From an optimization exercise on the open Yosys and OpenROAD flow, aimed at small area, a short achievable clock period and few clock cycles; shortcuts taken in it are not production practice. In this exercise RTL edits were held to simulation tests only and were not proved equivalent to the original.

[flow/run.sh]
#!/bin/bash
# synth_recipe.tcl (not shown) runs the flow's synth.tcl, then flattens the netlist and writes it again
# the make line also repeats each setting of config.mk as NAME=value (left out here)
make -C /OpenROAD-flow-scripts/flow DESIGN_CONFIG=/design/flow/config.mk WORK_HOME=/design/flow/orfs CLKGATE_MAP_FILE= SYNTH_SCRIPT=/design/flow/synth_recipe.tcl finish
[flow/config.mk]
export PLATFORM = sky130hd
export DESIGN_NAME = viterbi_hamming
export DESIGN_NICKNAME = viterbi_hamming
export VERILOG_FILES = /design/flow/design.v
export SDC_FILE = /design/flow/constraint.sdc
export NUM_CORES = 4
export LEC_CHECK = 0
export CAP_MARGIN = 20
export CORE_MARGIN = 2
export CORE_UTILIZATION = 40
export SLEW_MARGIN = 20
[flow/constraint.sdc]
create_clock -name core_clock -period 15.0 [get_ports {clk}]
set_input_delay 3.0000 -clock core_clock [delete_from_list [all_inputs] [get_ports {clk}]]
set_output_delay 3.0000 -clock core_clock [all_outputs]
set_load 0.01 [all_outputs]
[flow/design.v]
module vh_bm (ra, rb, b1, b2, m);
  input  signed [7:0] ra, rb;
  input               b1, b2;
  output signed [9:0] m;
  wire signed [9:0] ta = b1 ? {{2{ra[7]}}, ra} : -{{2{ra[7]}}, ra};
  wire signed [9:0] tb = b2 ? {{2{rb[7]}}, rb} : -{{2{rb[7]}}, rb};
  assign m = ta + tb;
endmodule
module vh_acs (pa, ma, pb, mb, p, sel);
  input  signed [11:0] pa, pb;
  input  signed [9:0]  ma, mb;
  output signed [11:0] p;
  output               sel;
  wire signed [11:0] ca = pa + {{2{ma[9]}}, ma};
  wire signed [11:0] cb = pb + {{2{mb[9]}}, mb};
  assign sel = cb > ca;
  assign p   = sel ? cb : ca;
endmodule
module vh_section (p0, p1, p2, p3, ra, rb, q0, q1, q2, q3, d);
  input  signed [11:0] p0, p1, p2, p3;
  input  signed [7:0]  ra, rb;
  output signed [11:0] q0, q1, q2, q3;
  output [3:0]         d;
  wire signed [9:0] m00, m11, m01, m10;
  vh_bm bm00 (.ra(ra), .rb(rb), .b1(1'b0), .b2(1'b0), .m(m00));
  vh_bm bm11 (.ra(ra), .rb(rb), .b1(1'b1), .b2(1'b1), .m(m11));
  vh_bm bm01 (.ra(ra), .rb(rb), .b1(1'b0), .b2(1'b1), .m(m01));
  vh_bm bm10 (.ra(ra), .rb(rb), .b1(1'b1), .b2(1'b0), .m(m10));
  vh_acs a0 (.pa(p0), .ma(m00), .pb(p1), .mb(m11), .p(q0), .sel(d[0]));
  vh_acs a1 (.pa(p1), .ma(m00), .pb(p0), .mb(m11), .p(q1), .sel(d[1]));
  vh_acs a2 (.pa(p2), .ma(m01), .pb(p3), .mb(m10), .p(q2), .sel(d[2]));
  vh_acs a3 (.pa(p3), .ma(m01), .pb(p2), .mb(m10), .p(q3), .sel(d[3]));
endmodule
module vh_decode (r, cw, metric);
  input  [63:0] r;
  output [7:0]  cw;
  output [10:0] metric;
  wire signed [7:0] r1 = r[7:0],   r2 = r[15:8],  r3 = r[23:16], r4 = r[31:24];
  wire signed [7:0] r5 = r[39:32], r6 = r[47:40], r7 = r[55:48], r8 = r[63:56];
  wire signed [9:0] s1m0, s1m1, s1m2, s1m3;
  vh_bm b10 (.ra(r1), .rb(r2), .b1(1'b0), .b2(1'b0), .m(s1m0));
  vh_bm b11 (.ra(r1), .rb(r2), .b1(1'b1), .b2(1'b1), .m(s1m1));
  vh_bm b12 (.ra(r1), .rb(r2), .b1(1'b1), .b2(1'b0), .m(s1m2));
  vh_bm b13 (.ra(r1), .rb(r2), .b1(1'b0), .b2(1'b1), .m(s1m3));
  wire signed [11:0] p10 = {{2{s1m0[9]}}, s1m0};
  wire signed [11:0] p11 = {{2{s1m1[9]}}, s1m1};
  wire signed [11:0] p12 = {{2{s1m2[9]}}, s1m2};
  wire signed [11:0] p13 = {{2{s1m3[9]}}, s1m3};
  wire signed [11:0] p20, p21, p22, p23, p30, p31, p32, p33;
  wire [3:0] d2, d3;
  vh_section sec2 (.p0(p10), .p1(p11), .p2(p12), .p3(p13), .ra(r3), .rb(r5),
                   .q0(p20), .q1(p21), .q2(p22), .q3(p23), .d(d2));
  vh_section sec3 (.p0(p20), .p1(p21), .p2(p22), .p3(p23), .ra(r4), .rb(r6),
                   .q0(p30), .q1(p31), .q2(p32), .q3(p33), .d(d3));
  wire signed [9:0] s4m0, s4m1, s4m2, s4m3;
  vh_bm b40 (.ra(r7), .rb(r8), .b1(1'b0), .b2(1'b0), .m(s4m0));
  vh_bm b41 (.ra(r7), .rb(r8), .b1(1'b1), .b2(1'b1), .m(s4m1));
  vh_bm b42 (.ra(r7), .rb(r8), .b1(1'b1), .b2(1'b0), .m(s4m2));
  vh_bm b43 (.ra(r7), .rb(r8), .b1(1'b0), .b2(1'b1), .m(s4m3));
  wire signed [11:0] fA, fB, f;
  wire selA, selB, selF;
  vh_acs acs_a (.pa(p30), .ma(s4m0), .pb(p31), .mb(s4m1), .p(fA), .sel(selA));
  vh_acs acs_b (.pa(p32), .ma(s4m2), .pb(p33), .mb(s4m3), .p(fB), .sel(selB));
  assign selF = fB > fA;
  assign f    = selF ? fB : fA;
  wire [1:0] s3 = selF ? {1'b1, selB} : {1'b0, selA};
  wire [1:0] s2 = d3[s3] ? (s3 ^ 2'd1) : s3;
  wire [1:0] s1 = d2[s2] ? (s2 ^ 2'd1) : s2;
  function [1:0] end_label(input [1:0] s);
    case (s)
      2'd0: end_label = 2'b00;
      2'd1: end_label = 2'b11;
      2'd2: end_label = 2'b10;
      default: end_label = 2'b01;
    endcase
  endfunction
  function [1:0] mid_label(input [1:0] from, input [1:0] to);
    if (!to[1]) mid_label = (from == to) ? 2'b00 : 2'b11;
    else        mid_label = (from == to) ? 2'b01 : 2'b10;
  endfunction
  wire [1:0] l1 = end_label(s1);
  wire [1:0] l2 = mid_label(s1, s2);
  wire [1:0] l3 = mid_label(s2, s3);
  wire [1:0] l4 = end_label(s3);
  assign cw = {l4[0], l4[1], l3[0], l2[0], l3[1], l2[1], l1[0], l1[1]};
  assign metric = f[10:0];
endmodule
module viterbi_hamming (clk, reset, in_valid, r, out_valid, cw, metric);
  input         clk;
  input         reset;
  input         in_valid;
  input  [63:0] r;
  output reg        out_valid;
  output reg [7:0]  cw;
  output reg [10:0] metric;
  reg [63:0] r_q;
  reg        v_q;
  wire [7:0]  cw_d;
  wire [10:0] metric_d;
  vh_decode dec (.r(r_q), .cw(cw_d), .metric(metric_d));
  always @(posedge clk) begin
    if (reset) begin
      v_q <= 1'b0;
      out_valid <= 1'b0;
    end else begin
      v_q <= in_valid;
      out_valid <= v_q;
    end
    if (in_valid) r_q <= r;
    if (v_q) begin
      cw <= cw_d;
      metric <= metric_d;
    end
  end
endmodule
==> key figures <==
Placed design
  – Dpl hpwl: 54.7 mm
  – Placement Cell Area: roughly 0.023 mm2
  – Port Buffers: 86
  – Routability Congestion: between 0.9 and 1

STA
  – Final Hold Vio Count: 0
  – Clock skew: 0.0163 ns
  – Final setup viols: 0
  – Normalized max-slew margin: 0.387
  – Hold slack: 0.905 ns
  – Fin crit period: roughly 14 ns
  – Worst Max-Slew Pin Slew: between 0.9 and 1 ns
  – FMAX: between 60 and 70 MHz
  – Final setup TNS: 0 ns
  – Max-slew violations: 0
  – Part of the cycle the worst path needs: 0.956

Outcome
  – Status: finished clean

Logic synthesis
  – Post-synth cell types: 76
  – Syn nets: between 3,000 and 4,000
  – Synth Flop Type: edfxtp_1
  – Avg Inst Size Synth: about 8.3 um2
  – Seq cells post-synth: 85
  – Register area share after synthesis: 0.121
  – Yosys warning total: 2
  – FFs w/ async S/R, synth: 0
  – EDFF count, synth: 83
  – Synth Cell Area: roughly 0.021 mm2
  – Cells after synthesis: about 2,500

Layout
  – Area growth syn-to-layout: 13.7%
  – Most frequent cells in the layout: ha_1, inv_1, xnor2_1
  – Design area: 0.0238 mm2
  – Diodes inserted: 0
  – Share of layout cells above drive strength 1: 0.0720
  – Most common cell after layout, fill and taps aside: ha_1
  – Nets: around 3,200
  – Fin util: 0.461
  – Filler Cell Count: between 5,000 and 6,000

Critical path
  – Setup crit end kind: flip-flop
  – Delay-heaviest family, CP: compound AO/OA/AOI/OAI gates
  – Largest stage delay, worst path: roughly 0.53 ns
  – Kind of start point of the critical path: flip-flop
  – Setup CP Type: flip-flop to flip-flop
  – R2r endpoint: cw[1]
  – Worst path slowest cell: a2111oi_0
  – Buffer and inverter count on the worst path: 7
  – CP most frequent cell: a21oi_1
  – Worst Path Required: 15.14 ns
  – R2R depth: 66
  – R2R Setup Slk: between 0.6 and 0.7 ns
  – Max FO, Critical Path: 16
  – Crit path DAT: between 10 and 15 ns
  – Worst R2R Start: r_q[33]

Route
  – DRT antenna net count: 0
  – Drt initial violations: approximately 1,100
  – Vias per cell: about 5.6
  – First drt pass iteration count: 5
  – Via count: 18,807
  – Post-Route WL: approximately 63 mm
  – DR DRC count: 0
  – Wire per inst: around 19 um

CTS
  – Root buf cell: clkbuf_16
  – Clk sinks: 85
  – H-tree depth: 3
  – CTS max path bufs: 2
  – TritonCTS Buffers: 9
  – Worst-path clk slew: roughly 0.070 ns
  – Clock latency (worst-skew pair): 0.40 ns
  – CTS tree: done
  – CTS Hold Bufs: 0

Floorplanning
  – Die height: approximately 230 um
  – Die area: 0.0541 mm2
  – Core area: between 0.05 and 0.06 mm2
  – IO Count: 87
  – Rows: 83
  – Initial Util: 0.406
  – Die width: 233 um

Global routing
  – Global-route wire length before repair: approximately 97 mm
  – GRT Util Overall: 0.228
  – Vias in the first global route: roughly 19,000
  – Initial antenna violation count: 0
  – Largest net degree at the start of global routing: 66
  – Grt total ovfl: 0

Min path
  – Worst min path class: flip-flop to flip-flop
  – Worst Hold End: metric[6]
  – Hold path startpoint: v_q
  – Hold Path Depth: 0

Run
  – Total of max-cap violations: 0
## synthesized netlist by cell type (5+ instances only)
master / n / share of area
o31ai_1: 8 / 0.0029
a21o_1: 88 / 0.032
o21ai_0: 131 / 0.031
nand4_1: 17 / 0.0051
nand3_1: 28 / 0.0067
a2111oi_0: 7 / 0.0029
mux2i_1: 45 / 0.022
a21boi_0: 7 / 0.0025
o211ai_1: 16 / 0.0057
xor2_1: 94 / 0.039
edfxtp_1: 83 / 0.12
nand2b_1: 25 / 0.0075
nor2_1: 165 / 0.030
nor4_1: 16 / 0.0048
mux2_2: 16 / 0.0086
fa_1: 36 / 0.034
o21bai_1: 91 / 0.033
and2_1: 6 / 0.0018
nor2b_1: 40 / 0.012
nor4b_1: 18 / 0.0075
or3_1: 10 / 0.0030
o41ai_1: 7 / 0.0029
a211oi_1: 11 / 0.0040
nand2_1: 115 / 0.021
a31oi_1: 18 / 0.0054
a21oi_1: 248 / 0.059
o2111a_1: 5 / 0.0027
a31o_2: 5 / 0.0021
a311oi_1: 5 / 0.0021
o2111ai_1: 5 / 0.0021
o311ai_0: 5 / 0.0021
nor3_1: 55 / 0.013
ha_1: 453 / 0.27
clkbuf_1: 16 / 0.0029
o31a_1: 6 / 0.0025
xnor2_1: 236 / 0.099
o21a_1: 56 / 0.020
inv_1: 263 / 0.047
## kinds of logic (layout without fill, tap and decap cells)
family | after synthesis | in the layout | synth area share
compound gates | 758 | 758 | 0.232
xor+xnor | 332 | 332 | 0.140
fa+ha+maj | 489 | 489 | 0.306
buf+inv | 282 | 442 | 0.0511
flops | 85 | 85 | 0.121
mux | 62 | 62 | 0.0307
simple gates | 513 | 513 | 0.119
## through the flow
| stage | setup slack [ns] | instances |
|---|---|---|
| 2_1_floorplan | 0.527 | 2521 |
| 3_3_place_gp | 0.284 | 3321 |
| 5_1_grt | -0.147 | 3361 |
| 6_report | 0.664 | 3361 |
| 3_5_place_dp | 0.0246 | 3321 |
| 4_1_cts | 0.0391 | 3337 |
## worst reg2reg max path, delay by kind of cell, from the launching register on
family                   cells  cell delay [ns]
buffers and inverters        7             0.99
XOR/XNOR                     4             1.17
multiplexers                 4             1.25
adder cells (fa/ha/maj)     10             3.19
flip-flops                   1             0.48
AO/OA/AOI/OAI               32             5.96
AND/OR/NAND/NOR              9             1.07
## registers in the layout, summed over array words and instances (netlist names)
register and cells:
cw 8, out_valid 1, v_q 1, r_q 64, metric 11
## cell type report
class / count / area, um2 / share of cell area
clock buffers: 10 / 229 / 0.00964
clock inverters: 6 / 71.3 / 0.00300
inverters: 263 / 987 / 0.0416
multi-input cells: 2154 / 17600 / 0.743
flip-flops and latches: 85 / 2530 / 0.107
well taps: 680 / 851 / 0.0358
repair buffers: 163 / 1440 / 0.0607
## metal layers
layer  part of all wire  global-route usage  wire length (um)
met5                  0                   0                 0
met4              0.032              0.0665              2030
met1               0.44               0.281             27700
met2               0.49               0.417             30700
met3              0.038              0.0222              2380
## worst max-delay path by stage
stage          slack, ns  endpoint    start  cells after the start
5_1_grt            -0.15     cw[1]  r_q[33]                     66
4_1_cts             0.04     cw[1]  r_q[17]                     72
6_report            0.66     cw[1]  r_q[33]                     66
3_5_place_dp        0.02     cw[1]  r_q[17]                     70
2_1_floorplan       0.53     cw[1]   r_q[1]                     73
3_3_place_gp        0.28     cw[1]  r_q[17]                     71
## repair_timing
item / CTS / global route
hold endpoints to repair: 0 / 0
pin swaps: 0 / 13
resized for setup: 1 / 84
setup buffers: 0 / 24
setup endpoints to repair: 2 / 18
Testbench counts, summed over its fixed seeds: cycles 32,008.

==> static timing again, ports no longer ideal <==
The results above use ideal ports. As a check the final layout listed here was re-extracted and re-timed, cells and wires unchanged.
Step 1, drivers: a clkbuf_16 drives clk and a buf_2 each remaining input, both assumed.
Step 2 adds t to the input delays and takes it off the output delays; t is the mean of the earliest and latest rising clock arrival at the registers after step 1. Input paths then give back, and output paths get back, about the clock's delay inside the block.
Slacks: ideal ports / drivers / drivers and shift; pairs: ideal ports / drivers.
t, ns: 0.438
setup WS [ns]: 0.664 / 0.664 / 0.664
worst hold slack (ns): 0.905 / 0.905 / 0.905
worst setup path at the end: register to register
cell pins on the clock port's net: 1
After both steps setup and hold are still met in this run. For this run, drivers alone change the setup slack by 0.000 ns; drivers and shift together by 0.000 ns.
